Context: an optimization exercise on an open-source flow, tuned for small area. The choices shown serve that exercise and are no tape-out recipe.
Where RTL was checked, it was by simulation tests only, not by an equivalence proof against the original.
The RTL of run 4 was laid out without a check of its function.
In every run shown here, the design's own scripts or RTL, not TritonCTS, make the clock network.
The clock port is modelled as an ideal driver, which makes a skipped or thinned clock tree look cheaper than it is; a real chip needs a root buffer or a tree.
Power figures rest on the tool's default switching activity, not on a simulated workload.

==> flow/design.v <==
module nback_top (
  input  logic       clk_50_mhz_i,
  input  logic       key_0_i,
  input  logic       key_1_i,
  output logic [7:0] leds_o
);
logic [2:0] rst_d;
always_ff @( posedge clk_50_mhz_i )
  rst_d <= { rst_d[1:0], !key_1_i };
logic rst;
assign rst = rst_d[2];
logic [3:0] pin_d;
always_ff @( posedge clk_50_mhz_i )
  pin_d <= { pin_d[2:0], !key_0_i };
logic [9:0] db_cnt;
logic       db_low0;
logic       db_max;
logic       pin_state;
logic       pin_state_d;
logic       answer;
assign db_low0 = ( db_cnt[8:0] == '0 );
assign db_max  = db_cnt[9] && db_low0;
always_ff @( posedge clk_50_mhz_i )
  if( rst || ( pin_d[3] ^ pin_d[2] ) )
    db_cnt <= '0;
  else
    db_cnt <= { db_cnt[8:0], db_cnt[9] ^ db_cnt[6] ^ db_low0 };
always_ff @( posedge clk_50_mhz_i )
  if( rst )
    pin_state <= 1'b0;
  else
    if( db_max )
      pin_state <= pin_d[3];
always_ff @( posedge clk_50_mhz_i )
  pin_state_d <= pin_state;
assign answer = pin_state && !pin_state_d;
logic [9:0] led_cnt;
logic       led_low0;
logic       led_end;
logic [2:0] led_pos;
assign led_low0 = ( led_cnt[8:0] == '0 );
assign led_end  = ( led_cnt == 10'd419 );
always_ff @( posedge clk_50_mhz_i )
  if( rst || led_end )
    led_cnt <= '0;
  else
    led_cnt <= { led_cnt[8:0], led_cnt[9] ^ led_cnt[6] ^ led_low0 };
always_ff @( posedge clk_50_mhz_i )
  if( led_end )
    led_pos <= led_pos + 3'd1;
  else
    if( rst )
      led_pos <= '0;
localparam logic [2:0] IDLE_S = 3'd0,
                       PRE_S  = 3'd1,
                       SHOW_S = 3'd2,
                       WIN_S  = 3'd3,
                       LOSE_S = 3'd4;
logic [2:0]  state;
logic [14:0] cnt;
logic        done;
logic [1:0]  shown;
logic [8:0]  w;
logic [7:0]  sym_new;
logic [7:0]  sym_old;
logic        repl;
logic        match;
assign done    = ( cnt == 15'd1 );
assign sym_new = { w[8], w[7], w[6], w[5], w[4], w[3], w[2], w[1] };
assign sym_old = { w[3] ^ w[5] ^ w[7] ^ w[8], w[0] ^ w[4] ^ w[6] ^ w[7], w[3] ^ w[4] ^ w[5] ^ w[6] ^ w[8], w[0] ^ w[3] ^ w[4] ^ w[5] ^ w[7], w[3] ^ w[6] ^ w[8], w[0] ^ w[5] ^ w[7], w[0] ^ w[6] ^ w[8], w[0] ^ w[4] ^ w[5] ^ w[7] ^ w[8] };   
assign repl    = ( shown == 2'd3 ) && ( sym_new[1:0] == 2'b00 );
assign match   = repl || ( ( shown == 2'd3 ) && ( w == 9'd215 ) );
always_ff @( posedge clk_50_mhz_i )
  if( rst )
    state <= IDLE_S;
  else
    case( state )
      IDLE_S: if( answer ) state <= PRE_S;
      PRE_S:  if( done )   state <= SHOW_S;
      SHOW_S:
        if( done )
          state <= match ? LOSE_S : PRE_S;
        else
          if( answer )
            state <= match ? WIN_S : LOSE_S;
      default: if( done ) state <= IDLE_S;
    endcase
always_ff @( posedge clk_50_mhz_i )
  if( ( state == IDLE_S ) || ( ( state == SHOW_S ) && done && !match ) )
    cnt <= 15'd30673;
  else
    if( done || ( ( state == SHOW_S ) && answer ) )
      cnt <= 15'd17603;
    else
      cnt <= { cnt[13:0], cnt[14] ^ cnt[13] };
always_ff @( posedge clk_50_mhz_i )
  if( state == IDLE_S )
    shown <= '0;
  else
    if( ( state == SHOW_S ) && done && !match && ( shown != 2'd3 ) )
      shown <= shown + 2'd1;
always_ff @( posedge clk_50_mhz_i )
  if( rst )
    w <= 9'd1;
  else
    if( ( state == PRE_S ) && done )
      w <= { w[0], w[4] ^ w[8], w[3] ^ w[7], w[2] ^ w[6], w[1] ^ w[5], w[0] ^ w[4], w[3] ^ w[4] ^ w[8], w[2] ^ w[3] ^ w[7], w[1] ^ w[2] ^ w[6] };
logic [7:0] leds;
always_comb
  case( state )
    IDLE_S,
    LOSE_S:  leds = { 8{ !led_pos[0] } };
    WIN_S:   leds = 8'd1 << led_pos;
    SHOW_S:  leds = repl ? sym_old : sym_new;
    default: leds = '0;
  endcase
assign leds_o = rst ? '0 : leds;
endmodule
==> flow/flow/run.sh <==
#!/bin/bash
# Layout flow: the standard synthesis, then the combinational logic is
# mapped again for area (registers untouched), then the standard layout
# steps with adjusted clock tree and port buffer settings.
set -euo pipefail
LIB=$FLOW_HOME/platforms/sky130hd/lib/sky130_fd_sc_hd__tt_025C_1v80.lib
R=orfs/results/sky130hd/nback_top/base
L=orfs/logs/sky130hd/nback_top/base

bash standard.sh synth > flow_1_synth.log 2>&1
cp $R/1_2_yosys.v $R/1_2_yosys_standard.v

DU=$(grep -o -- '-dont_use [A-Za-z0-9_]*' $L/1_2_yosys.log | sort -u | tr '\n' ' ')
cat > remap.ys <<EOS
read_liberty -ignore_miss_func $LIB
read_verilog $R/1_2_yosys_standard.v
hierarchy -top $FLOW_TOP
blackbox sky130_fd_sc_hd__*df*
flatten
hierarchy -top $FLOW_TOP
opt -purge
read_liberty -lib -nooverwrite -ignore_miss_func $LIB
abc -liberty $LIB $DU -script flow/area.abc
opt_clean -purge
splitnets
opt_clean -purge
rename -hide w:*.*
hilomap -singleton -hicell sky130_fd_sc_hd__conb_1 HI -locell sky130_fd_sc_hd__conb_1 LO
insbuf -buf sky130_fd_sc_hd__buf_4 A X
check -assert -mapped
stat -liberty $LIB
write_verilog -noattr -nohex -nodec $R/1_2_yosys.v
EOS
yosys -s remap.ys > flow_2_remap.log 2>&1
rm -f $R/1_synth.odb $R/1_synth.sdc

export CLOCK_GROUPS=${CLOCK_GROUPS:-3}
export CLOCK_BUF=${CLOCK_BUF:-sky130_fd_sc_hd__clkbuf_8}
bash standard.sh finish \
  "PRE_CTS_TCL=$PWD/flow/pre_cts.tcl" \
  "BUFFER_PORTS_ARGS=-buffer_cell sky130_fd_sc_hd__buf_1" \
  > flow_3_finish.log 2>&1
==> flow/flow/area.abc <==
strash
balance
 rewrite
 refactor
 balance
 rewrite
 rewrite -z
 balance
 refactor -z
 rewrite -z
 balance
dch -f
amap
strash
balance
 rewrite
 refactor
 balance
 rewrite
 rewrite -z
 balance
 refactor -z
 rewrite -z
 balance
dch -f
amap
topo
==> flow/flow/pre_cts.tcl <==
# Clock tree: the registers are split into CLOCK_GROUPS groups of equal size
# by their angle around the registers' centre; one clock buffer at the centre
# of each group drives that group's clock pins, and the clock port drives
# only those buffers.
set block [ord::get_db_block]
set dbu [$block getDbUnitsPerMicron]
set regs {}
set sx 0.0
set sy 0.0
foreach inst [$block getInsts] {
  if { [string match "*df*" [[$inst getMaster] getName]] } {
    set bb [$inst getBBox]
    set x [expr { ([$bb xMin] + [$bb xMax]) / 2.0 / $dbu }]
    set y [expr { ([$bb yMin] + [$bb yMax]) / 2.0 / $dbu }]
    lappend regs [list [$inst getName] $x $y]
    set sx [expr { $sx + $x }]
    set sy [expr { $sy + $y }]
  }
}
set n [llength $regs]
set cx [expr { $sx / $n }]
set cy [expr { $sy / $n }]
set k $::env(CLOCK_GROUPS)
set tagged {}
foreach r $regs {
  lappend tagged [concat $r [expr { atan2([lindex $r 2] - $cy, [lindex $r 1] - $cx) }]]
}
set tagged [lsort -real -index 3 $tagged]
for { set i 0 } { $i < $k } { incr i } {
  set lo [expr { $i * $n / $k }]
  set hi [expr { ($i + 1) * $n / $k - 1 }]
  set g [lrange $tagged $lo $hi]
  set pins {}
  set gx 0.0
  set gy 0.0
  foreach r $g {
    lappend pins [get_pins "[lindex $r 0]/CLK"]
    set gx [expr { $gx + [lindex $r 1] }]
    set gy [expr { $gy + [lindex $r 2] }]
  }
  set m [llength $g]
  set loc [list [expr { $gx / $m }] [expr { $gy / $m }]]
  puts "Clock buffer $i at $loc for $m registers"
  insert_buffer -buffer_cell $::env(CLOCK_BUF) -net clk_50_mhz_i \
    -load_pins $pins -location $loc -buffer_name clkbuf_leaf_$i -net_name clk_leaf_$i
}
set_propagated_clock [all_clocks]
proc clock_tree_synthesis { args } {
  puts "clock_tree_synthesis skipped: the clock buffers are already in place"
}
==> flow/standard.sh <==
#!/bin/bash
# synth_recipe.tcl (not shown) runs the flow's synth.tcl, then flattens the netlist and writes it again
# the make line also repeats each setting of config.mk as NAME=value (left out here)
make -C /OpenROAD-flow-scripts/flow DESIGN_CONFIG=/design/flow/config.mk WORK_HOME=/design/flow/orfs CLKGATE_MAP_FILE= SYNTH_SCRIPT=/design/flow/synth_recipe.tcl "${@:-finish}"
==> flow/config.mk <==
export PLATFORM = sky130hd
export DESIGN_NAME = nback_top
export DESIGN_NICKNAME = nback_top
export VERILOG_FILES = /design/flow/design.v
export SDC_FILE = /design/flow/constraint.sdc
export NUM_CORES = 4
export LEC_CHECK = 0
export CAP_MARGIN = 20
export CORE_MARGIN = 2
export CORE_UTILIZATION = 40
export SLEW_MARGIN = 20
==> flow/constraint.sdc <==
create_clock -name core_clock -period 5.0 [get_ports {clk_50_mhz_i}]
set_input_delay 1.0000 -clock core_clock [delete_from_list [all_inputs] [get_ports {clk_50_mhz_i}]]
set_output_delay 1.0000 -clock core_clock [all_outputs]
set_load 0.01 [all_outputs]
==> qor.csv, run 1 <==
stage,metric,value,unit
run_status,status,"complete, no violations",
worst_setup_path,cp_top_family,simple AND/OR/NAND/NOR gates,
synthesis,ys_warn_count,1,
synthesis,syn_nets,284,
worst_setup_path,critical_path.endpoint_type,output port,
clock_tree,clk_pin_slew,0.11,ns
power,leakagePower,0.852,nW
global_route,antenna_found_initial,0,
clock_tree,insertion_delay,0.18,ns
timing,relSlewSlack,0.534,
timing,drv_slew,0,
min_path,min_path_cells,0,
floorplan,fp.dieW,81.7,um
synthesis,syn_inst,281,
cells_and_area,fin_nets,291,
worst_setup_path,start_kind,register,
clock_tree,cts_setup_buffers,0,
worst_setup_path,cp.depth,8,
placed_design,port_buffers,10,
timing,setup_viol,0,
detailed_routing,drc,0,
clock_tree,cts_resized,0,
detailed_routing,first_iter_violations,74,
floorplan,core_area,5890,sq um
timing,worst_pin_slew,0.696,ns
timing,fin_setup_tns,0,ns
worst_setup_path,endpoint,leds_o[6],
cells_and_area,n_antenna_cell,0,
placed_design,hpwlAfterDp,3300,um
placed_design,gp_congestion,0.911,
power,pwr_density_cell,279,nW/um^2
power,ir_worst_vdd,0.178,mV
worst_setup_path,crit_path_max_fanout,6,
synthesis,synth_area_per_cell,8.58,sq um
job,max_cap_violations,0,
power,p_total,0.000705,W
timing,fin_crit,3.34,ns
detailed_routing,via_per_inst,5.29,
cells_and_area,drive_above_1_share,0.0105,
synthesis,netlist_area,2410,sq um
worst_setup_path,slowest_delay,0.54,ns
worst_setup_path,crit_slowest_cell,nor3_1,
clock_tree,cts_hold_buf,0,
timing,timing.final.crit_share,0.669,
worst_setup_path,rrSetupSlack,2.52,ns
placed_design,place_ws,1.95,ns
worst_setup_path,path_class,reg -> out,
worst_setup_path,worst-path-buf-inv,2,
worst_setup_path,crit_required,4.00,ns
detailed_routing,vias,1908,
timing,rsz0062_at_grt,false,
worst_setup_path,crit_arrival,2.34,ns
global_route,grt_pass1_vias,1676,
global_route,grt_overflow_total,0,
worst_setup_path,rr_worst_depth,6,
timing,fin_hold_ws,0.337,ns
global_route,grt_max_degree,22,
timing,setup_slack,1.66,ns
worst_setup_path,r2r_start,cnt[9],
placed_design,placed_area,2480,sq um
global_route,gr-usage-all-layers,0.132,
timing,fmax,299,MHz
worst_setup_path,r2r-end,w[4],
floorplan,pin_count,11,
global_route,grt_first_pass_wirelength,7350,um
timing,hold_viol,0,
detailed_routing,wire_per_inst,12.2,um
worst_setup_path,worstPathCellList,nand2_1 -> nor3_1 -> clkinv_1 -> a211oi_1 -> nor2_1 -> a21oi_1 -> o22ai_1 -> buf_1,
detailed_routing,drt-total-wl,4390,um
floorplan,die-area,6670,sq um
floorplan,die_h,81.7,um
worst_setup_path,worstSetupStartpoint,shown[0],
cells_and_area,area_delta_synth_final,4.67,%
cells_and_area,fin_area,2520,sq um
floorplan,std_cell_rows,28,
detailed_routing,dr.pass1.iters,4,
min_path,hp-class,reg -> reg,
floorplan,start_util,0.410,
timing,clock_skew,0.0107,ns
detailed_routing,ant_nets,0,
## power breakdown
part	total, W	leakage [nW]	internal (W)	switching, W
Clock	0.000176	0.0216	0.0000564	0.000119
Sequential	0.000501	0.502	0.000497	0.00000430
Combinational	0.0000284	0.328	0.0000108	0.0000176
Total	0.000705	0.852	0.000564	0.000141
## metal layers
layer | wire length (um) | track usage | up-vias
li1 | - | - | 989
met1 | 2230 | 0.190 | 867
met2 | 1910 | 0.225 | 45
met3 | 196 | 0.00989 | 7
met4 | 53 | 0.0167 | 0
met5 | 0 | 0 | -
## how the worst min path moves through the flow
stage	startpoint	end
after floorplan	pin_d[0]	pin_d[1]
after global placement	rst_d[0]	rst_d[1]
after detailed placement	pin_d[1]	pin_d[2]
after CTS	pin_d[0]	pin_d[1]
after global routing	rst_d[1]	rst_d[2]
final	pin_d[0]	pin_d[1]
## cell type report, without the clock buffers
class                           instances  area, sq um
Timing Repair Buffer                   10         37.5
Fill cell                             608         3360
Tap cell                               75         93.8
Multi-Input combinational cell        165          925
Sequential cell                        61         1250
Inverter                               47          176
## sequential cells by signal, summed over array words and instances, names as in the netlist
| name | cells |
|---|---|
| led_cnt | 10 |
| shown | 2 |
| pin_state | 1 |
| led_pos | 3 |
| state | 3 |
| pin_d | 4 |
| pin_state_d | 1 |
| cnt | 15 |
| rst_d | 3 |
| w | 9 |
| db_cnt | 10 |
## cells in the final DEF, fill, tap and decap left out
cell type  count
a211oi_1       4
o21a_1         1
nand3_1        1
nor4_1         3
a41o_1         1
clkinv_1      47
o22a_1         1
nor3b_1        1
a221oi_1       4
nand4_1        4
buf_1         10
edfxtp_1       3
o221ai_1       4
nor2b_1       17
o32ai_1        2
or3_1          4
nor2_1        30
clkbuf_8       3
nand2_1       18
o22ai_1       23
and3_1         2
nor3_1         6
a41oi_1        1
dfxtp_1       58
o21ai_0       17
a21oi_1        9
or2_0          5
o211ai_1       3
a311oi_1       1
or4b_1         1
or4_1          2
## metrics by stage
| stage | util | std cells |
|---|---|---|
| 4_1_cts | 0.429 | 361 |
| 3_5_place_dp | 0.422 | 358 |
| 2_1_floorplan | - | 281 |
| 5_1_grt | 0.429 | 361 |
| 3_3_place_gp | 0.422 | 358 |
| 6_report | 0.429 | 361 |
==> run 2: changes to the inputs <==
--- a/flow/flow/run.sh
+++ b/flow/flow/run.sh
@@ -35,6 +35,6 @@
 rm -f $R/1_synth.odb $R/1_synth.sdc
 
-export CLOCK_GROUPS=${CLOCK_GROUPS:-3}
-export CLOCK_BUF=${CLOCK_BUF:-sky130_fd_sc_hd__clkbuf_8}
+export CLOCK_GROUPS=${CLOCK_GROUPS:-2}
+export CLOCK_BUF=${CLOCK_BUF:-sky130_fd_sc_hd__clkbuf_16}
 bash standard.sh finish \
   "PRE_CTS_TCL=$PWD/flow/pre_cts.tcl" \
==> run 2 against run 1 <==
Design area up 0.35%. Total power up 2.7%. Via count down 0.63%. Sequential cell count unchanged. Synthesized cell count unchanged. Sequential share of layout area down 0.17 points. Sequential power about the same. Area after synthesis unchanged. Worst hold slack about the same.
==> qor.csv, run 2 <==
stage,metric,value,unit,change
detailed_routing,drt-total-wl,4360,um,was 4390 um
timing,drv_slew,0,,unchanged
clock_tree,insertion_delay,0.17,ns,was 0.18 ns
power,p_total,0.000725,W,was 0.000705 W
synthesis,syn_inst,281,,unchanged
cells_and_area,drive_above_1_share,0.00702,,was 0.0105
power,pwr_density_cell,286,nW/um^2,was 279 nW/um^2
placed_design,dp.cells,358,,unchanged
worst_setup_path,crit_required,4.00,ns,about the same
timing,fin_hold_ws,0.338,ns,was 0.337 ns
floorplan,std_cell_rows,28,,unchanged
synthesis,synth_area_per_cell,8.58,sq um,unchanged
cells_and_area,area_delta_synth_final,5.03,%,was 4.67%
timing,worst_pin_slew,0.695,ns,was 0.696 ns
timing,setup_viol,0,,unchanged
cells_and_area,fin_cells,360,,was 361
power,power_frac_comb,0.039,,was 0.040
worst_setup_path,crit_slowest_cell,nor3_1,,unchanged
power,leakagePower,0.855,nW,was 0.852 nW
global_route,grt_pass1_vias,1682,,was 1676
worst_setup_path,start_kind,register,,unchanged
cells_and_area,layout_common_cells,"dfxtp_1, clkinv_1, nor2_1",,unchanged
cells_and_area,largest_reg_flops,15,,unchanged
worst_setup_path,path_class,reg -> out,,unchanged
global_route,grt_max_degree,32,,was 22
timing,fmax,301,MHz,was 299 MHz
clock_tree,cts_setup_buffers,0,,unchanged
timing,clock_skew,0.00697,ns,was 0.0107 ns
power,p_seq_frac,0.692,,was 0.711
floorplan,start_util,0.410,,unchanged
detailed_routing,vias,1896,,was 1908
power,ir_worst_vdd,0.214,mV,was 0.178 mV
floorplan,die-area,6670,sq um,unchanged
cells_and_area,n_antenna_cell,0,,unchanged
synthesis,netlist_area,2410,sq um,unchanged
timing,timing.final.crit_share,0.664,,was 0.669
clock_tree,clk_pin_slew,0.11,ns,about the same
floorplan,pin_count,11,,unchanged
placed_design,placed_area,2480,sq um,unchanged
power,p_sw,0.000142,W,was 0.000141 W
synthesis,syn_nets,284,,unchanged
worst_setup_path,slowest_delay,0.53,ns,was 0.54 ns
floorplan,die_h,81.7,um,unchanged
placed_design,port_buffers,10,,unchanged
worst_setup_path,crit_path_max_fanout,6,,unchanged
cells_and_area,multi_input_area,925,sq um,unchanged
cells_and_area,top_register,cnt,,unchanged
worst_setup_path,rrSetupSlack,2.50,ns,was 2.52 ns
detailed_routing,wire_per_inst,12.1,um,was 12.2 um
clock_tree,cts_resized,0,,unchanged
timing,fin_crit,3.32,ns,was 3.34 ns
cells_and_area,seqCellArea,1250,sq um,unchanged
global_route,antenna_found_initial,0,,unchanged
detailed_routing,first_iter_violations,79,,was 74
cells_and_area,nFillCells,606,,was 608
timing,rsz0062_at_grt,false,,unchanged
job,max_cap_violations,0,,unchanged
timing,relSlewSlack,0.534,,about the same
global_route,grt_first_pass_wirelength,7310,um,was 7350 um
placed_design,gp_congestion,0.911,,unchanged
worst_setup_path,critical_path.endpoint_type,output port,,unchanged
floorplan,core_area,5890,sq um,unchanged
run_status,status,"complete, no violations",,unchanged
power,p_sw_frac,0.196,,was 0.200
floorplan,fp.dieW,81.7,um,unchanged
cells_and_area,fin_nets,290,,was 291
global_route,gr-usage-all-layers,0.131,,was 0.132
power,intPower,0.000582,W,was 0.000564 W
power,p_clk_frac,0.269,,was 0.249
timing,fin_setup_tns,0,ns,unchanged
synthesis,ys_warn_count,1,,unchanged
min_path,hp-class,reg -> reg,,unchanged
cells_and_area,largestRegisters,"cnt x15, db_cnt x10, led_cnt x10",,unchanged
detailed_routing,ant_nets,0,,unchanged
cells_and_area,final_common_cell,dfxtp_1,,unchanged
worst_setup_path,worstPathCellList,nand2_1 -> nor3_1 -> clkinv_1 -> a211oi_1 -> nor2_1 -> a21oi_1 -> o22ai_1 -> buf_1,,unchanged
cells_and_area,fin_area,2530,sq um,was 2520 sq um
detailed_routing,dr.pass1.iters,5,,was 4
placed_design,hpwlAfterDp,3300,um,unchanged
timing,hold_viol,0,,unchanged
detailed_routing,drc,0,,unchanged
global_route,grt_overflow_total,0,,unchanged
clock_tree,cts_hold_buf,0,,unchanged
worst_setup_path,crit_arrival,2.32,ns,was 2.34 ns
detailed_routing,via_per_inst,5.27,,was 5.29
run 2: final cells by class, without the clock buffers:
class	count	share of cell area
inverters	47	0.0696
multi-input cells	165	0.365
flip-flops and latches	61	0.494
well taps	75	0.0370
repair buffers	10	0.0148
run 2: metrics by stage:
| stage | setup WS [ns] | util |
|---|---|---|
| finish | 1.68 | 0.430 |
| global placement | 1.98 | 0.422 |
| floorplan | 2.28 | - |
| global route | 1.46 | 0.430 |
| CTS | 1.75 | 0.430 |
| detailed placement | 1.95 | 0.422 |
run 2: worst paths after layout:
path / startpoint / to / depth (start not counted)
min: pin_d[1] / pin_d[2] / 0
max reg2reg: cnt[9] / w[4] / 6
max: shown[0] / leds_o[6] / 8
min reg2reg: pin_d[1] / pin_d[2] / 0
run 2: power by group through the flow:
stage | registers [W] | logic, W | clock network, W
4_1_cts | 0.000502 | 0.0000285 | 0.000202
3_3_place_gp | 0.000512 | 0.0000282 | 0
5_1_grt | 0.000502 | 0.0000316 | 0.000217
2_1_floorplan | 0.000511 | 0.0000256 | 0
6_report | 0.000501 | 0.0000283 | 0.000195
3_5_place_dp | 0.000512 | 0.0000284 | 0
run 2: critical path: cells and delay by family, from the launching register on:
kind	cells	cell delay (ns)
AND/OR/NAND/NOR	3	0.69
AO/OA/AOI/OAI	3	0.59
buffers and inverters	2	0.49
flip-flops	1	0.39
run 2: routing by layer:
layer  up-vias  GRT usage  wire length [um]
met1       859      0.187              2230
met4         0     0.0233                70
met2        45      0.225              1890
met5         -          0                 0
met3         6    0.00659               160
li1        986          -                 -
==> run 3: changes to the inputs <==
--- a/flow/design.v
+++ b/flow/design.v
@@ -5,45 +5,47 @@
   output logic [7:0] leds_o
 );
-logic [2:0] rst_d;
+logic [2:0] key_1_d;
 always_ff @( posedge clk_50_mhz_i )
-  rst_d <= { rst_d[1:0], !key_1_i };
+  key_1_d <= { key_1_d[1:0], key_1_i };
 logic rst;
-assign rst = rst_d[2];
+assign rst = !key_1_d[2];
 logic [3:0] pin_d;
 always_ff @( posedge clk_50_mhz_i )
-  pin_d <= { pin_d[2:0], !key_0_i };
+  pin_d <= { pin_d[2:0], key_0_i };
+logic [9:0] db_s;
 logic [9:0] db_cnt;
 logic       db_low0;
 logic       db_max;
-logic       pin_state;
-logic       pin_state_d;
+logic       released;
+logic       released_d;
 logic       answer;
+assign db_cnt  = db_s ^ 10'h2aa;
 assign db_low0 = ( db_cnt[8:0] == '0 );
 assign db_max  = db_cnt[9] && db_low0;
 always_ff @( posedge clk_50_mhz_i )
   if( rst || ( pin_d[3] ^ pin_d[2] ) )
-    db_cnt <= '0;
+    db_s <= 10'h2aa;
   else
-    db_cnt <= { db_cnt[8:0], db_cnt[9] ^ db_cnt[6] ^ db_low0 };
+    db_s <= { db_cnt[8:0], db_cnt[9] ^ db_cnt[6] ^ db_low0 } ^ 10'h2aa;
 always_ff @( posedge clk_50_mhz_i )
   if( rst )
-    pin_state <= 1'b0;
+    released <= 1'b1;
   else
     if( db_max )
-      pin_state <= pin_d[3];
+      released <= pin_d[3];
 always_ff @( posedge clk_50_mhz_i )
-  pin_state_d <= pin_state;
-assign answer = pin_state && !pin_state_d;
+  released_d <= released;
+assign answer = !released && released_d;
+logic [9:0] led_s;
 logic [9:0] led_cnt;
-logic       led_low0;
 logic       led_end;
 logic [2:0] led_pos;
-assign led_low0 = ( led_cnt[8:0] == '0 );
-assign led_end  = ( led_cnt == 10'd419 );
+assign led_cnt = led_s ^ 10'h2aa;
+assign led_end = ( led_cnt == 10'd838 );
 always_ff @( posedge clk_50_mhz_i )
   if( rst || led_end )
-    led_cnt <= '0;
+    led_s <= 10'd1 ^ 10'h2aa;
   else
-    led_cnt <= { led_cnt[8:0], led_cnt[9] ^ led_cnt[6] ^ led_low0 };
+    led_s <= { led_cnt[8:0], led_cnt[9] ^ led_cnt[6] } ^ 10'h2aa;
 always_ff @( posedge clk_50_mhz_i )
   if( led_end )
@@ -58,4 +60,5 @@
                        LOSE_S = 3'd4;
 logic [2:0]  state;
+logic [14:0] cnt_s;
 logic [14:0] cnt;
 logic        done;
@@ -66,4 +69,5 @@
 logic        repl;
 logic        match;
+assign cnt     = cnt_s ^ 15'h2aaa;
 assign done    = ( cnt == 15'd1 );
 assign sym_new = { w[8], w[7], w[6], w[5], w[4], w[3], w[2], w[1] };
@@ -88,10 +92,10 @@
 always_ff @( posedge clk_50_mhz_i )
   if( ( state == IDLE_S ) || ( ( state == SHOW_S ) && done && !match ) )
-    cnt <= 15'd30673;
+    cnt_s <= 15'd30673 ^ 15'h2aaa;
   else
     if( done || ( ( state == SHOW_S ) && answer ) )
-      cnt <= 15'd17603;
+      cnt_s <= 15'd17603 ^ 15'h2aaa;
     else
-      cnt <= { cnt[13:0], cnt[14] ^ cnt[13] };
+      cnt_s <= { cnt[13:0], cnt[14] ^ cnt[13] } ^ 15'h2aaa;
 always_ff @( posedge clk_50_mhz_i )
   if( state == IDLE_S )
--- a/flow/flow/run.sh
+++ b/flow/flow/run.sh
@@ -12,7 +12,10 @@
 
 DU=$(grep -o -- '-dont_use [A-Za-z0-9_]*' $L/1_2_yosys.log | sort -u | tr '\n' ' ')
-cat > remap.ys <<EOS
+# One mapping pass: the combinational cells are turned back into logic and
+# mapped again by ABC with an area script; the registers stay as they are.
+remap() {
+  cat > remap_$3.ys <<EOS
 read_liberty -ignore_miss_func $LIB
-read_verilog $R/1_2_yosys_standard.v
+read_verilog $1
 hierarchy -top $FLOW_TOP
 blackbox sky130_fd_sc_hd__*df*
@@ -21,5 +24,5 @@
 opt -purge
 read_liberty -lib -nooverwrite -ignore_miss_func $LIB
-abc -liberty $LIB $DU -script flow/area.abc
+abc -liberty $LIB $DU -script $4
 opt_clean -purge
 splitnets
@@ -27,10 +30,27 @@
 rename -hide w:*.*
 hilomap -singleton -hicell sky130_fd_sc_hd__conb_1 HI -locell sky130_fd_sc_hd__conb_1 LO
-insbuf -buf sky130_fd_sc_hd__buf_4 A X
 check -assert -mapped
-stat -liberty $LIB
-write_verilog -noattr -nohex -nodec $R/1_2_yosys.v
+tee -o $2.stat stat -liberty $LIB
+write_verilog -noattr -nohex -nodec $2
 EOS
-yosys -s remap.ys > flow_2_remap.log 2>&1
+  yosys -s remap_$3.ys > flow_2_remap_$3.log 2>&1
+  grep 'Chip area' $2.stat | awk '{print $NF}'
+}
+# Several passes, each starting from the best netlist so far; keep the best.
+best=$R/1_2_yosys_standard.v
+best_area=1e9
+for k in 1 2 3 4; do
+  for sc in area area2; do
+    a=$(remap $best remap_${k}_$sc.v ${k}_$sc flow/$sc.abc)
+    echo "pass $k script $sc area $a" >> flow_2_remap.log
+    if awk -v a="$a" -v b="$best_area" 'BEGIN { exit !(a != "" && a + 0 < b + 0) }'; then
+      best_next=remap_${k}_$sc.v
+      best_area=$a
+    fi
+  done
+  best=${best_next:-$best}
+done
+echo "kept $best area $best_area" >> flow_2_remap.log
+cp $best $R/1_2_yosys.v
 rm -f $R/1_synth.odb $R/1_synth.sdc
 
==> flow/flow/area2.abc (new file) <==
strash
dc2
balance
 rewrite
 refactor
 balance
 rewrite
 rewrite -z
 balance
 refactor -z
 rewrite -z
 balance
dc2
balance
 rewrite
 refactor
 balance
 rewrite
 rewrite -z
 balance
 refactor -z
 rewrite -z
 balance
dch -f
amap
topo
==> run 3 against run 2 <==
First-iteration DRC count up 150%. Utilization up 1.3 points. Synthesized cell count down 7.8%. Worst setup slack better by 0.088 ns. Critical path type unchanged. Critical endpoint is now leds_o[5]. Largest power group unchanged.
==> qor.csv, run 3 <==
stage,metric,value,unit,change
run_status,status,"complete, no violations",,unchanged
cells_and_area,drive_above_1_share,0.00738,,was 0.00702
min_path,hp-class,reg -> reg,,unchanged
timing,drv_slew,0,,unchanged
global_route,grt_pass1_vias,1666,,was 1682
synthesis,synth_area_per_cell,8.69,sq um,was 8.58 sq um
timing,fin_crit,3.23,ns,was 3.32 ns
timing,timing.final.crit_share,0.646,,was 0.664
timing,worst_pin_slew,0.864,ns,was 0.695 ns
synthesis,syn_nets,262,,was 284
detailed_routing,dr.pass1.iters,5,,unchanged
power,ir_worst_vdd,0.163,mV,was 0.214 mV
power,pwr_density_cell,294,nW/um^2,was 286 nW/um^2
timing,relSlewSlack,0.419,,was 0.534
timing,clock_skew,0.0111,ns,was 0.00697 ns
placed_design,gp_congestion,0.889,,was 0.911
floorplan,fp.dieW,79.0,um,was 81.7 um
worst_setup_path,crit_slowest_cell,dfxtp_1,,was nor3_1
cells_and_area,layout_common_cells,"dfxtp_1, clkinv_1, nor2_1",,unchanged
synthesis,netlist_area,2250,sq um,was 2410 sq um
floorplan,start_util,0.411,,was 0.410
cells_and_area,nFillCells,540,,was 606
worst_setup_path,crit_required,4.00,ns,about the same
detailed_routing,wire_per_inst,12.2,um,was 12.1 um
cells_and_area,n_antenna_cell,0,,unchanged
detailed_routing,drc,0,,unchanged
timing,setup_viol,0,,unchanged
detailed_routing,drt-total-wl,4200,um,was 4360 um
cells_and_area,fin_area,2430,sq um,was 2530 sq um
placed_design,hpwlAfterDp,3110,um,was 3300 um
worst_setup_path,cp_common_cell,clkinv_1,,
worst_setup_path,worstPathCellList,clkinv_1 -> o21ai_0 -> clkinv_1 -> o22ai_1 -> clkinv_1 -> o221ai_1 -> nor2_1 -> a21oi_1 -> o22ai_1 -> buf_1,,was nand2_1 -> nor3_1 -> clkinv_1 -> a211oi_1 -> nor2_1 -> a21oi_1 -> o22ai_1 -> buf_1
cells_and_area,final_common_cell,dfxtp_1,,unchanged
clock_tree,cts_setup_buffers,0,,unchanged
placed_design,placed_area,2380,sq um,was 2480 sq um
power,leakagePower,0.801,nW,was 0.855 nW
synthesis,syn_inst,259,,was 281
detailed_routing,first_iter_violations,197,,was 79
cells_and_area,largestRegisters,"cnt_s x15, db_s x10, led_s x10",,"was cnt x15, db_cnt x10, led_cnt x10"
floorplan,die-area,6240,sq um,was 6670 sq um
global_route,grt_max_degree,32,,unchanged
global_route,antenna_found_initial,0,,unchanged
timing,fin_setup_tns,0,ns,unchanged
worst_setup_path,slowest_delay,0.40,ns,was 0.53 ns
worst_setup_path,start_kind,register,,unchanged
detailed_routing,ant_nets,0,,unchanged
timing,hold_viol,0,,unchanged
cells_and_area,top_register,cnt_s,,was cnt
floorplan,std_cell_rows,27,,was 28
timing,rsz0062_at_grt,false,,unchanged
worst_setup_path,crit_path_max_fanout,4,,was 6
cells_and_area,seqCellArea,1250,sq um,unchanged
worst_setup_path,path_class,reg -> out,,unchanged
cells_and_area,multi_input_area,848,sq um,was 925 sq um
clock_tree,cts_resized,0,,unchanged
job,max_cap_violations,0,,unchanged
detailed_routing,via_per_inst,5.21,,was 5.27
global_route,gr-usage-all-layers,0.137,,was 0.131
global_route,grt_first_pass_wirelength,7360,um,was 7310 um
cells_and_area,largest_reg_flops,15,,unchanged
floorplan,pin_count,11,,unchanged
cells_and_area,area_delta_synth_final,7.90,%,was 5.03%
clock_tree,clk_pin_slew,0.11,ns,about the same
clock_tree,insertion_delay,0.17,ns,about the same
floorplan,core_area,5470,sq um,was 5890 sq um
worst_setup_path,crit_arrival,2.23,ns,was 2.32 ns
clock_tree,cts_hold_buf,0,,unchanged
detailed_routing,vias,1787,,was 1896
timing,fmax,309,MHz,was 301 MHz
worst_setup_path,critical_path.endpoint_type,output port,,unchanged
cells_and_area,fin_nets,276,,was 290
placed_design,port_buffers,10,,unchanged
synthesis,ys_warn_count,1,,unchanged
global_route,grt_overflow_total,0,,unchanged
floorplan,die_h,79.0,um,was 81.7 um
[run 3: metal layers]
metal,global-route usage,vias to the layer above,routed length [um]
met5,0,-,0
met4,0.0328,0,89
met3,0.00682,8,96
met2,0.227,38,1910
met1,0.197,796,2100
li1,-,945,-
[run 3: final cells by class, without the clock buffers]
| type | count | area share |
|---|---|---|
| Multi-Input combinational cell | 158 | 0.349 |
| Tap cell | 72 | 0.0371 |
| Timing Repair Buffer | 10 | 0.0155 |
| Inverter | 40 | 0.0619 |
| Sequential cell | 61 | 0.515 |
[run 3: report_power, final]
group	switching (W)	internal (W)
Clock	0.000118	0.0000744
Sequential	0.00000429	0.000496
Combinational	0.0000138	0.00000726
[run 3: stage by stage]
step | power, W | hold slack [ns] | util | setup WS (ns) | cells
after global routing | 0.000743 | 0.345 | 0.444 | 1.58 | 343
after detailed placement | 0.000533 | 0.315 | 0.434 | 2.04 | 341
final | 0.000714 | 0.331 | 0.444 | 1.77 | 343
after floorplan | 0.000526 | 0.310 | - | 2.31 | 259
after CTS | 0.000723 | 0.332 | 0.444 | 1.82 | 343
after global placement | 0.000533 | 0.313 | 0.434 | 2.11 | 341
[run 3: critical path: cells and delay by family, from the launching register on]
family                 cells  cell delay (ns)
AO/OA/AOI/OAI              5             1.01
buffers and inverters      4             0.60
flip-flops                 1             0.40
AND/OR/NAND/NOR            1             0.06
[run 3: final timing paths]
path                            slack (ns)        from  cells after the start          to
worst max-delay path                  1.77        w[8]                     10   leds_o[5]
worst min-delay path                  0.33  key_1_d[0]                      0  key_1_d[1]
worst max register to register        2.60   cnt_s[13]                      6        w[3]
worst min register to register        0.33  key_1_d[0]                      0  key_1_d[1]
==> run 4: changes to the inputs <==
--- a/flow/design.v
+++ b/flow/design.v
@@ -55,5 +55,6 @@
       led_pos <= '0;
 localparam logic [2:0] IDLE_S = 3'd0,
-                       PRE_S  = 3'd1,
+                       PRE2_S = 3'd1,
+                       PRE1_S = 3'd5,
                        SHOW_S = 3'd2,
                        WIN_S  = 3'd3,
@@ -64,15 +65,14 @@
 logic        done;
 logic [1:0]  shown;
+logic        flag;
 logic [8:0]  w;
-logic [7:0]  sym_new;
-logic [7:0]  sym_old;
-logic        repl;
 logic        match;
-assign cnt     = cnt_s ^ 15'h2aaa;
-assign done    = ( cnt == 15'd1 );
-assign sym_new = { w[8], w[7], w[6], w[5], w[4], w[3], w[2], w[1] };
-assign sym_old = { w[3] ^ w[5] ^ w[7] ^ w[8], w[0] ^ w[4] ^ w[6] ^ w[7], w[3] ^ w[4] ^ w[5] ^ w[6] ^ w[8], w[0] ^ w[3] ^ w[4] ^ w[5] ^ w[7], w[3] ^ w[6] ^ w[8], w[0] ^ w[5] ^ w[7], w[0] ^ w[6] ^ w[8], w[0] ^ w[4] ^ w[5] ^ w[7] ^ w[8] };   
-assign repl    = ( shown == 2'd3 ) && ( sym_new[1:0] == 2'b00 );
-assign match   = repl || ( ( shown == 2'd3 ) && ( w == 9'd215 ) );
+logic        next_pre;
+logic        fwd;
+logic        back;
+assign cnt      = cnt_s ^ 15'h2aaa;
+assign done     = ( cnt == 15'd1 );
+assign match    = flag || ( ( shown == 2'd3 ) && ( w == 9'd215 ) );
+assign next_pre = ( state == SHOW_S ) && done && !match;
 always_ff @( posedge clk_50_mhz_i )
   if( rst )
@@ -80,9 +80,10 @@
   else
     case( state )
-      IDLE_S: if( answer ) state <= PRE_S;
-      PRE_S:  if( done )   state <= SHOW_S;
+      IDLE_S: if( answer ) state <= PRE2_S;
+      PRE2_S: if( done )   state <= PRE1_S;
+      PRE1_S: if( done )   state <= SHOW_S;
       SHOW_S:
         if( done )
-          state <= match ? LOSE_S : PRE_S;
+          state <= match ? LOSE_S : PRE2_S;
         else
           if( answer )
@@ -91,8 +92,8 @@
     endcase
 always_ff @( posedge clk_50_mhz_i )
-  if( ( state == IDLE_S ) || ( ( state == SHOW_S ) && done && !match ) )
-    cnt_s <= 15'd30673 ^ 15'h2aaa;
+  if( ( state == PRE2_S ) && done )
+    cnt_s <= 15'd32704 ^ 15'h2aaa;
   else
-    if( done || ( ( state == SHOW_S ) && answer ) )
+    if( ( state == IDLE_S ) || done || ( ( state == SHOW_S ) && answer ) )
       cnt_s <= 15'd17603 ^ 15'h2aaa;
     else
@@ -102,12 +103,24 @@
     shown <= '0;
   else
-    if( ( state == SHOW_S ) && done && !match && ( shown != 2'd3 ) )
+    if( next_pre && ( shown != 2'd3 ) )
       shown <= shown + 2'd1;
+always_ff @( posedge clk_50_mhz_i )
+  if( state == IDLE_S )
+    flag <= 1'b0;
+  else
+    if( next_pre )
+      flag <= shown[1] && !( w[2] ^ w[3] ^ w[7] ) && !( w[3] ^ w[4] ^ w[8] );
+assign fwd  = led_end && ( ( ( state == PRE2_S ) && !flag && ( led_pos[1:0] == 2'd1 ) ) ||
+                           ( ( ( state == WIN_S ) || ( state == LOSE_S ) ) && flag && ( led_pos[1:0] != 2'd0 ) ) );
+assign back = led_end && ( state == PRE2_S ) && flag && led_pos[0];
 always_ff @( posedge clk_50_mhz_i )
   if( rst )
     w <= 9'd1;
   else
-    if( ( state == PRE_S ) && done )
-      w <= { w[0], w[4] ^ w[8], w[3] ^ w[7], w[2] ^ w[6], w[1] ^ w[5], w[0] ^ w[4], w[3] ^ w[4] ^ w[8], w[2] ^ w[3] ^ w[7], w[1] ^ w[2] ^ w[6] };
+    if( fwd )
+      w <= { w[7:0], w[8] ^ w[4] };
+    else
+      if( back )
+        w <= { w[0] ^ w[5], w[8:1] };
 logic [7:0] leds;
 always_comb
@@ -116,5 +129,5 @@
     LOSE_S:  leds = { 8{ !led_pos[0] } };
     WIN_S:   leds = 8'd1 << led_pos;
-    SHOW_S:  leds = repl ? sym_old : sym_new;
+    SHOW_S:  leds = w[8:1];
     default: leds = '0;
   endcase
==> run 4 against run 3 <==
Worst setup slack lost 0.046 ns. Critical path type unchanged. Critical endpoint is now leds_o[1]. Utilization grew 0.72 points. Fmax shrank 1.4%. Highest routed layer unchanged. Die area grew 2.4%. Sequential power grew 4%. First-iteration DRC count shrank 28%. Combinational power grew 120%. Global-route usage grew 1.1 points. Sequential cell count grew 1. Register-to-register slack lost 0.48 ns.
==> qor.csv, run 4 <==
stage,metric,value,unit,change
run_status,status,"complete, no violations",,unchanged
cells_and_area,largest_reg_flops,15,,unchanged
floorplan,pin_count,11,,unchanged
power,ir_worst_vdd,0.218,mV,was 0.163 mV
worst_setup_path,path_class,reg -> out,,unchanged
cells_and_area,final_common_cell,dfxtp_1,,unchanged
clock_tree,cts_setup_buffers,0,,unchanged
timing,fmax,305,MHz,was 309 MHz
timing,clock_skew,0.0135,ns,was 0.0111 ns
timing,fin_setup_tns,0,ns,unchanged
floorplan,die_h,79.9,um,was 79.0 um
synthesis,ys_warn_count,1,,unchanged
cells_and_area,layout_common_cells,"dfxtp_1, nor2_1, clkinv_1",,"was dfxtp_1, clkinv_1, nor2_1"
placed_design,gp_congestion,0.858,,was 0.889
timing,worst_pin_slew,0.723,ns,was 0.864 ns
placed_design,hpwlAfterDp,3400,um,was 3110 um
global_route,grt_pass1_vias,1718,,was 1666
timing,drv_slew,0,,unchanged
worst_setup_path,crit_arrival,2.28,ns,was 2.23 ns
timing,setup_viol,0,,unchanged
detailed_routing,wire_per_inst,12.8,um,was 12.2 um
min_path,hp-class,reg -> reg,,unchanged
detailed_routing,dr.pass1.iters,5,,unchanged
worst_setup_path,start_kind,register,,unchanged
placed_design,dp.cells,351,,was 341
power,leakagePower,0.850,nW,was 0.801 nW
floorplan,start_util,0.416,,was 0.411
timing,setup_slack,1.72,ns,was 1.77 ns
detailed_routing,drt-total-wl,4520,um,was 4200 um
detailed_routing,ant_nets,0,,unchanged
detailed_routing,vias,1922,,was 1787
floorplan,fp.dieW,79.9,um,was 79.0 um
timing,relSlewSlack,0.516,,was 0.419
cells_and_area,largestRegisters,"cnt_s x15, db_s x10, led_s x10",,unchanged
synthesis,synth_area_per_cell,8.60,sq um,was 8.69 sq um
cells_and_area,n_antenna_cell,0,,unchanged
floorplan,core_area,5540,sq um,was 5470 sq um
cells_and_area,fin_nets,286,,was 276
synthesis,netlist_area,2310,sq um,was 2250 sq um
synthesis,syn_nets,271,,was 262
worst_setup_path,critical_path.endpoint_type,output port,,unchanged
detailed_routing,first_iter_violations,142,,was 197
cells_and_area,drive_above_1_share,0.0142,,was 0.00738
clock_tree,cts_hold_buf,0,,unchanged
min_path,min_path_cells,0,,unchanged
clock_tree,insertion_delay,0.17,ns,about the same
floorplan,die-area,6390,sq um,was 6240 sq um
power,p_total,0.000764,W,was 0.000714 W
power,pwr_density_cell,306,nW/um^2,was 294 nW/um^2
worst_setup_path,crit_path_max_fanout,11,,was 4
worst_setup_path,rr_worst_depth,9,,was 6
timing,hold_viol,0,,unchanged
timing,fin_crit,3.28,ns,was 3.23 ns
global_route,grt_first_pass_wirelength,7930,um,was 7360 um
timing,timing.final.crit_share,0.656,,was 0.646
global_route,gr-usage-all-layers,0.148,,was 0.137
cells_and_area,fin_cells,353,,was 343
detailed_routing,via_per_inst,5.44,,was 5.21
cells_and_area,area_delta_synth_final,8.30,%,was 7.90%
placed_design,port_buffers,10,,unchanged
synthesis,syn_inst,268,,was 259
clock_tree,cts_resized,0,,unchanged
job,max_cap_violations,0,,unchanged
global_route,antenna_found_initial,0,,unchanged
worst_setup_path,crit_required,4.00,ns,about the same
global_route,grt_overflow_total,0,,unchanged
detailed_routing,drc,0,,unchanged
timing,rsz0062_at_grt,false,,unchanged
placed_design,place_ws,1.73,ns,was 2.04 ns
floorplan,std_cell_rows,27,,unchanged
clock_tree,clk_pin_slew,0.11,ns,about the same
global_route,grt_max_degree,32,,unchanged
cells_and_area,top_register,cnt_s,,unchanged
run 4: changes by cell type in the layout (fill, tap and decap cells not counted), sizes merged, moves of 4 or more:
cell / before / now
o22ai: 23 / 6
o21a: 4 / 0
nor3: 4 / 9
clkinv: 40 / 35
a21oi: 7 / 18
nand3: 7 / 13
a22oi: 2 / 7
o221ai: 6 / 0
run 4: per-layer routing:
metal	vias to the layer above	wire (um)	global-route usage
li1	983	-	-
met1	880	2200	0.220
met5	-	0	0
met3	7	198	0.00566
met4	0	91	0.0254
met2	52	2030	0.241
run 4: through the flow:
step / hold slack, ns / utilization / area, sq um
final: 0.337 / 0.451 / 2500
after detailed placement: 0.314 / 0.441 / 2440
after CTS: 0.340 / 0.450 / 2490
after floorplan: 0.310 / - / 2310
after global placement: 0.310 / 0.441 / 2440
after global routing: 0.345 / 0.451 / 2500
run 4: cell type report, without the clock buffers:
type	instances	area (sq um)
Sequential cell	62	1270
Tap cell	72	90.1
Timing Repair Buffer	11	45.0
Fill cell	563	3040
Multi-Input combinational cell	171	910
Inverter	35	131
run 4: worst paths after layout:
| kind | startpoint | end | slack, ns |
|---|---|---|---|
| min | pin_d[0] | pin_d[1] | 0.34 |
| max reg2reg | led_s[0] | w[6] | 2.12 |
| min reg2reg | pin_d[0] | pin_d[1] | 0.34 |
| max | state[1] | leds_o[1] | 1.72 |
run 4: report_power, final:
| part | switching, W | internal, W |
|---|---|---|
| registers | 0.00000955 | 0.000512 |
| logic | 0.0000319 | 0.0000150 |
| clock network | 0.000121 | 0.0000746 |
run 4: worst max-delay path, cell delays in order (launching register included):
cell and delay (ns):
dfxtp_1 0.48, clkinv_1 0.14, nor2_1 0.57, nand3_1 0.22
or3_1 0.36, a31oi_1 0.17, buf_1 0.17
==> run 5: changes to the inputs <==
--- a/flow/design.v
+++ b/flow/design.v
@@ -69,6 +69,5 @@
 logic        match;
 logic        next_pre;
-logic        fwd;
-logic        back;
+logic        step;
 assign cnt      = cnt_s ^ 15'h2aaa;
 assign done     = ( cnt == 15'd1 );
@@ -111,16 +110,13 @@
     if( next_pre )
       flag <= shown[1] && !( w[2] ^ w[3] ^ w[7] ) && !( w[3] ^ w[4] ^ w[8] );
-assign fwd  = led_end && ( ( ( state == PRE2_S ) && !flag && ( led_pos[1:0] == 2'd1 ) ) ||
-                           ( ( ( state == WIN_S ) || ( state == LOSE_S ) ) && flag && ( led_pos[1:0] != 2'd0 ) ) );
-assign back = led_end && ( state == PRE2_S ) && flag && led_pos[0];
+assign step = cnt[0] && (
+                ( ( state == PRE2_S ) && ( flag ? ( cnt[1] && cnt[9] ) : ( cnt[7] && !cnt[13] ) ) ) ||
+                ( ( ( state == WIN_S ) || ( state == LOSE_S ) ) && flag && ( cnt[10] && cnt[11] ) ) );
 always_ff @( posedge clk_50_mhz_i )
   if( rst )
     w <= 9'd1;
   else
-    if( fwd )
+    if( step )
       w <= { w[7:0], w[8] ^ w[4] };
-    else
-      if( back )
-        w <= { w[0] ^ w[5], w[8:1] };
 logic [7:0] leds;
 always_comb
--- a/flow/flow/run.sh
+++ b/flow/flow/run.sh
@@ -41,5 +41,5 @@
 best_area=1e9
 for k in 1 2 3 4; do
-  for sc in area area2; do
+  for sc in area area2 area3; do
     a=$(remap $best remap_${k}_$sc.v ${k}_$sc flow/$sc.abc)
     echo "pass $k script $sc area $a" >> flow_2_remap.log
==> flow/flow/area3.abc (new file) <==
strash
balance
 rewrite
 refactor
 balance
 rewrite
 rewrite -z
 balance
 refactor -z
 rewrite -z
 balance
dch -f
if -a -K 4
mfs2
strash
dch -f
amap
topo
==> run 5 against run 4 <==
Total power decreased by 5.7%. Area after synthesis down 6.0%. Clock power is 2% lower. Via count down 14%. Final cell count fell by 6.2%. Critical path depth is 2 lower. Largest power group unchanged. Sequential power decreased by 2%.
==> qor.csv, run 5 <==
stage,metric,value,unit,change
run_status,status,"complete, no violations",,unchanged
detailed_routing,wl_met1,2000,um,was 2200 um
detailed_routing,wire_per_inst,11.5,um,was 12.8 um
cells_and_area,top_register,cnt_s,,unchanged
worst_setup_path,crit_arrival,2.12,ns,was 2.28 ns
synthesis,syn_nets,251,,was 271
detailed_routing,met2_length,1650,um,was 2030 um
timing,fmax,321,MHz,was 305 MHz
min_path,hp-class,reg -> reg,,unchanged
cells_and_area,fin_nets,266,,was 286
cells_and_area,nFillCells,509,,was 563
synthesis,netlist_area,2170,sq um,was 2310 sq um
power,leakagePower,0.802,nW,was 0.850 nW
detailed_routing,ant_nets,0,,unchanged
worst_setup_path,critical_path.endpoint_type,output port,,unchanged
detailed_routing,via_per_inst,5.00,,was 5.44
floorplan,die_h,77.6,um,was 79.9 um
placed_design,port_buffers,10,,unchanged
clock_tree,cts_resized,0,,unchanged
job,max_cap_violations,0,,unchanged
cells_and_area,largestRegisters,"cnt_s x15, db_s x10, led_s x10",,unchanged
floorplan,pin_count,11,,unchanged
global_route,grt_first_pass_wirelength,6870,um,was 7930 um
worst_setup_path,crit_path_max_fanout,21,,was 11
timing,clock_skew,0.00525,ns,was 0.0135 ns
floorplan,std_cell_rows,26,,was 27
power,p_total,0.000720,W,was 0.000764 W
clock_tree,cts_setup_buffers,0,,unchanged
cells_and_area,n_antenna_cell,0,,unchanged
global_route,grt_pass1_vias,1549,,was 1718
global_route,grt_max_degree,32,,unchanged
timing,rsz0062_at_grt,false,,unchanged
detailed_routing,drt-total-wl,3790,um,was 4520 um
global_route,grt_overflow_total,0,,unchanged
clock_tree,cts_hold_buf,0,,unchanged
cells_and_area,largest_reg_flops,15,,unchanged
clock_tree,insertion_delay,0.17,ns,about the same
detailed_routing,routed-wl-met3,107,um,was 198 um
cells_and_area,final_common_cell,dfxtp_1,,unchanged
cells_and_area,layout_common_cells,"dfxtp_1, nor2_1, nand2_1",,"was dfxtp_1, nor2_1, clkinv_1"
timing,worst_pin_slew,0.688,ns,was 0.723 ns
timing,timing.final.crit_share,0.623,,was 0.656
floorplan,die-area,6030,sq um,was 6390 sq um
global_route,gr-usage-all-layers,0.132,,was 0.148
timing,relSlewSlack,0.538,,was 0.516
detailed_routing,highest_layer,met4,,unchanged
floorplan,start_util,0.419,,was 0.416
detailed_routing,first_iter_violations,136,,was 142
detailed_routing,dr.pass1.iters,4,,was 5
power,pwr_density_cell,306,nW/um^2,about the same
clock_tree,clk_pin_slew,0.11,ns,about the same
cells_and_area,drive_above_1_share,0.0115,,was 0.0142
detailed_routing,vias,1654,,was 1922
power,ir_worst_vdd,0.163,mV,was 0.218 mV
worst_setup_path,crit_required,4.00,ns,about the same
worst_setup_path,path_class,reg -> out,,unchanged
timing,fin_crit,3.12,ns,was 3.28 ns
placed_design,gp_congestion,0.827,,was 0.858
floorplan,core_area,5170,sq um,was 5540 sq um
synthesis,syn_inst,248,,was 268
synthesis,ys_warn_count,1,,unchanged
timing,setup_viol,0,,unchanged
worst_setup_path,start_kind,register,,unchanged
synthesis,synth_area_per_cell,8.74,sq um,was 8.60 sq um
placed_design,hpwlAfterDp,2860,um,was 3400 um
cells_and_area,area_delta_synth_final,8.42,%,was 8.30%
floorplan,fp.dieW,77.6,um,was 79.9 um
detailed_routing,drc,0,,unchanged
timing,fin_setup_tns,0,ns,unchanged
timing,drv_slew,0,,unchanged
global_route,antenna_found_initial,0,,unchanged
timing,hold_viol,0,,unchanged
[run 5: through the flow]
stage               instance area (sq um)  hold slack (ns)   util  std cells  setup slack [ns]
floorplan                            2170            0.310      -        248              2.44
global placement                     2300            0.311  0.445        329              2.17
detailed placement                   2300            0.313  0.445        329              2.07
CTS                                  2350            0.340  0.455        331              1.86
global route                         2350            0.352  0.455        331              1.61
finish                               2350            0.336  0.455        331              1.88
[run 5: worst paths after layout]
path | from | to | slack [ns] | cells after the start
worst max-delay path | key_1_d[2] | leds_o[4] | 1.88 | 4
worst min-delay path | pin_d[1] | pin_d[2] | 0.34 | 0
worst max register to register | key_1_d[2] | db_s[0] | 2.57 | 4
worst min register to register | pin_d[1] | pin_d[2] | 0.34 | 0
[run 5: worst max-delay path, cell delays in order (launching register included)]
cell      delay, ns
dfxtp_1        0.51
clkinv_1       0.52
or3_1          0.56
o21ai_0        0.17
buf_1          0.18
[run 5: final cells by class, without the clock buffers]
class	instances	area (sq um)	area share
Inverter	25	93.8	0.0399
Sequential cell	62	1270	0.541
Multi-Input combinational cell	161	803	0.342
Timing Repair Buffer	11	45.0	0.0192
Tap cell	70	87.6	0.0373
[run 5: routing by layer]
| layer | track usage | up-vias |
|---|---|---|
| met3 | 0.00698 | 4 |
| met1 | 0.196 | 742 |
| met4 | 0.0125 | 0 |
| li1 | - | 886 |
| met5 | 0 | - |
| met2 | 0.222 | 22 |
[run 5: power breakdown]
part	switching, W	internal (W)
clock	0.000116	0.0000744
combinational	0.0000138	0.00000678
sequential	0.00000429	0.000504
total	0.000134	0.000585
==> run 6: changes to the inputs <==
--- a/flow/flow/run.sh
+++ b/flow/flow/run.sh
@@ -37,17 +37,26 @@
   grep 'Chip area' $2.stat | awk '{print $NF}'
 }
-# Several passes, each starting from the best netlist so far; keep the best.
+# Several passes; in each, every script maps the best netlist so far (4 at a
+# time); keep the smallest.
 best=$R/1_2_yosys_standard.v
 best_area=1e9
-for k in 1 2 3 4; do
-  for sc in area area2 area3; do
-    a=$(remap $best remap_${k}_$sc.v ${k}_$sc flow/$sc.abc)
-    echo "pass $k script $sc area $a" >> flow_2_remap.log
+for k in 1 2 3; do
+  for sc in flow/abc_*.abc; do
+    n=$(basename $sc .abc)
+    ( remap $best remap_${k}_$n.v ${k}_$n $sc > remap_${k}_$n.area ) &
+    while [ $(jobs -r | wc -l) -ge 4 ]; do sleep 0.2; done
+  done
+  wait
+  prev=$best
+  for sc in flow/abc_*.abc; do
+    n=$(basename $sc .abc)
+    a=$(cat remap_${k}_$n.area)
+    echo "pass $k script $n area $a" >> flow_2_remap.log
     if awk -v a="$a" -v b="$best_area" 'BEGIN { exit !(a != "" && a + 0 < b + 0) }'; then
-      best_next=remap_${k}_$sc.v
+      best=remap_${k}_$n.v
       best_area=$a
     fi
   done
-  best=${best_next:-$best}
+  if [ "$best" = "$prev" ]; then break; fi
 done
 echo "kept $best area $best_area" >> flow_2_remap.log
==> flow/flow/abc_a7.abc (new file) <==
strash
balance
 rewrite
 refactor
 balance
 rewrite
 rewrite -z
 balance
 refactor -z
 rewrite -z
 balance
dch -f
amap
strash
balance
 rewrite
 refactor
 balance
 rewrite
 rewrite -z
 balance
 refactor -z
 rewrite -z
 balance
dch -f
amap
topo
==> flow/flow/abc_b2.abc (new file) <==
strash
dc2
balance
 rewrite
 refactor
 balance
 rewrite
 rewrite -z
 balance
 refactor -z
 rewrite -z
 balance
dc2
balance
 rewrite
 refactor
 balance
 rewrite
 rewrite -z
 balance
 refactor -z
 rewrite -z
 balance
dch -f
amap
topo
==> flow/flow/abc_c7.abc (new file) <==
strash
balance
 rewrite
 refactor
 balance
 rewrite
 rewrite -z
 balance
 refactor -z
 rewrite -z
 balance
dch -f
if -a -K 4
mfs2
strash
dch -f
amap
topo
==> flow/flow/abc_d2.abc (new file) <==
strash
balance
 rewrite
 refactor
 balance
 rewrite
 rewrite -z
 balance
 refactor -z
 rewrite -z
 balance
dch -f
if -a -K 5
mfs2
strash
dch -f
amap
topo
==> flow/flow/abc_d3.abc (new file) <==
strash
balance
 rewrite
 refactor
 balance
 rewrite
 rewrite -z
 balance
 refactor -z
 rewrite -z
 balance
dch -f
if -a -K 3
mfs2
strash
dch -f
amap
topo
==> flow/flow/abc_d7.abc (new file) <==
strash
balance
 rewrite
 refactor
 balance
 rewrite
 rewrite -z
 balance
 refactor -z
 rewrite -z
 balance
balance
 rewrite
 refactor
 balance
 rewrite
 rewrite -z
 balance
 refactor -z
 rewrite -z
 balance
dch -f
if -a -K 4
mfs2
strash
balance
 rewrite
 refactor
 balance
 rewrite
 rewrite -z
 balance
 refactor -z
 rewrite -z
 balance
dch -f
amap
topo
==> flow/flow/abc_d8.abc (new file) <==
strash
balance
 rewrite
 refactor
 balance
 rewrite
 rewrite -z
 balance
 refactor -z
 rewrite -z
 balance
dch -f
if -a -K 4
mfs2
lutpack
strash
dch -f
amap
topo
removed: flow/flow/area.abc
removed: flow/flow/area2.abc
removed: flow/flow/area3.abc
==> run 6 against run 5 <==
Register-to-register slack worse by 0.10 ns. First-iteration DRC count down 61%. Sequential cell count unchanged.
==> qor.csv, run 6 <==
stage,metric,value,unit,change
run_status,status,"complete, no violations",,unchanged
global_route,grt_overflow_total,0,,unchanged
synthesis,syn_nets,244,,was 251
power,leakagePower,0.804,nW,was 0.802 nW
floorplan,die-area,5970,sq um,was 6030 sq um
worst_setup_path,path_class,reg -> out,,unchanged
timing,fin_setup_tns,0,ns,unchanged
detailed_routing,via_per_inst,4.98,,was 5.00
detailed_routing,first_iter_violations,53,,was 136
global_route,grt_max_degree,32,,unchanged
worst_setup_path,crit_slowest_cell,or3_1,,unchanged
cells_and_area,layout_common_cells,"dfxtp_1, nor2_1, nand2_1",,unchanged
worst_setup_path,crit_path_max_fanout,21,,unchanged
timing,clock_skew,0.0121,ns,was 0.00525 ns
min_path,hp-class,reg -> reg,,unchanged
global_route,grt_first_pass_wirelength,6600,um,was 6870 um
cells_and_area,fin_nets,259,,was 266
worst_setup_path,start_kind,register,,unchanged
placed_design,hpwlAfterDp,2790,um,was 2860 um
timing,fin_hold_ws,0.337,ns,was 0.336 ns
floorplan,std_cell_rows,26,,unchanged
synthesis,ys_warn_count,1,,unchanged
detailed_routing,wire_per_inst,11.5,um,about the same
timing,fin_crit,3.08,ns,was 3.12 ns
synthesis,netlist_area,2150,sq um,was 2170 sq um
floorplan,start_util,0.418,,was 0.419
floorplan,core_area,5140,sq um,was 5170 sq um
detailed_routing,drt-total-wl,3720,um,was 3790 um
floorplan,fp.dieW,77.3,um,was 77.6 um
job,max_cap_violations,0,,unchanged
global_route,antenna_found_initial,0,,unchanged
worst_setup_path,slowest_delay,0.52,ns,was 0.56 ns
clock_tree,cts_hold_buf,0,,unchanged
detailed_routing,dr.pass1.iters,4,,unchanged
power,pwr_density_cell,310,nW/um^2,was 306 nW/um^2
floorplan,pin_count,11,,unchanged
timing,drv_slew,0,,unchanged
cells_and_area,final_common_cell,dfxtp_1,,unchanged
timing,timing.final.crit_share,0.617,,was 0.623
clock_tree,insertion_delay,0.17,ns,about the same
cells_and_area,largestRegisters,"cnt_s x15, db_s x10, led_s x10",,unchanged
worst_setup_path,crit_arrival,2.08,ns,was 2.12 ns
cells_and_area,drive_above_1_share,0.0118,,was 0.0115
global_route,grt_pass1_vias,1446,,was 1549
detailed_routing,ant_nets,0,,unchanged
power,ir_worst_vdd,0.177,mV,was 0.163 mV
cells_and_area,largest_reg_flops,15,,unchanged
cells_and_area,n_antenna_cell,0,,unchanged
clock_tree,clk_pin_slew,0.10,ns,was 0.11 ns
worst_setup_path,critical_path.endpoint_type,output port,,unchanged
timing,relSlewSlack,0.454,,was 0.538
cells_and_area,area_delta_synth_final,8.50,%,was 8.42%
clock_tree,cts_setup_buffers,0,,unchanged
worst_setup_path,worstPathCellList,clkinv_1 -> or3_1 -> o21ai_0 -> buf_1,,unchanged
timing,rsz0062_at_grt,false,,unchanged
worst_setup_path,crit_required,4.00,ns,about the same
detailed_routing,drc,0,,unchanged
clock_tree,cts_resized,0,,unchanged
global_route,gr-usage-all-layers,0.127,,was 0.132
cells_and_area,fin_util,0.454,,was 0.455
timing,setup_viol,0,,unchanged
cells_and_area,top_register,cnt_s,,unchanged
timing,hold_viol,0,,unchanged
timing,worst_pin_slew,0.814,ns,was 0.688 ns
detailed_routing,vias,1614,,was 1654
synthesis,syn_inst,241,,was 248
timing,fmax,324,MHz,was 321 MHz
placed_design,port_buffers,10,,unchanged
floorplan,die_h,77.3,um,was 77.6 um
placed_design,gp_congestion,0.769,,was 0.827
synthesis,synth_area_per_cell,8.91,sq um,was 8.74 sq um
[run 6: final timing paths]
check	slack [ns]	startpoint	end	cells past startpoint
setup / recovery	1.92	key_1_d[2]	leds_o[0]	4
hold / removal	0.34	pin_d[0]	pin_d[1]	0
setup reg to reg	2.47	key_1_d[2]	db_s[0]	4
hold reg to reg	0.34	pin_d[0]	pin_d[1]	0
[run 6: per-stage QoR]
stage               cells  area, sq um  setup WS [ns]  total power (W)
floorplan             241         2150           2.43         0.000534
global placement      322         2280           2.16         0.000541
detailed placement    322         2280           2.09         0.000541
CTS                   324         2330           1.88         0.000730
global route          324         2330           1.68         0.000754
finish                324         2330           1.92         0.000723
[run 6: cell type report, without the clock buffers]
class / instances / area, sq um
repair buffers: 11 / 45.0
inverters: 23 / 86.3
well taps: 70 / 87.6
flip-flops and latches: 62 / 1270
fillers: 533 / 2810
multi-input cells: 156 / 791
[run 6: per-layer routing]
| metal | GRT usage | up-vias | wire length (um) |
|---|---|---|---|
| li1 | - | 862 | - |
| met1 | 0.191 | 732 | 2000 |
| met2 | 0.210 | 16 | 1600 |
| met3 | 0.00706 | 4 | 78 |
| met4 | 0.0107 | 0 | 39 |
| met5 | 0 | - | 0 |
[run 6: critical path, delay by kind of cell (launching register included)]
| family | cells | cell delay [ns] |
|---|---|---|
| simple gates | 1 | 0.52 |
| buf+inv | 2 | 0.69 |
| compound gates | 1 | 0.20 |
| flops | 1 | 0.50 |
[run 6: power by group]
part           leakage (nW)   total, W  internal (W)  switching [W]
clock                0.0246   0.000193     0.0000745       0.000119
combinational         0.268  0.0000209    0.00000700      0.0000139
sequential            0.511   0.000509      0.000504     0.00000449

afterwards: timing with drivers on the ports:
No port has a modelled driver above. Below, the same layouts with a new extraction and two added sets of constraints.
Step 1: set_driving_cell puts a clkbuf_16 on clk_50_mhz_i and a buf_2 on each other input, an assumption about the parent block.
Step 2, shift: input delay + t, output delay - t, t = (earliest + latest rising clock arrival at the registers) / 2. This alone moves slack from input paths to output paths.
a / b / c = no drivers / after step 1 / after step 2; a / b = the first two.
run	shift t [ns]	slack for setup (ns)	clock arrival spread, ns	worst register clock-pin slew, ns	worst data-port slew with drivers (ns)
run 1	0.214	1.657 / 1.613 / 1.827	0.012 / 0.012	0.12 / 0.12	0.03
run 2	0.213	1.680 / 1.633 / 1.847	0.007 / 0.007	0.11 / 0.11	0.03
run 3	0.217	1.768 / 1.717 / 1.934	0.013 / 0.013	0.11 / 0.11	0.03
run 4	0.215	1.722 / 1.674 / 1.890	0.015 / 0.015	0.12 / 0.12	0.03
run 5	0.212	1.885 / 1.838 / 2.050	0.006 / 0.006	0.11 / 0.11	0.03
run 6	0.212	1.917 / 1.870 / 2.082	0.013 / 0.012	0.11 / 0.11	0.03
After both steps every run listed still meets setup and hold.
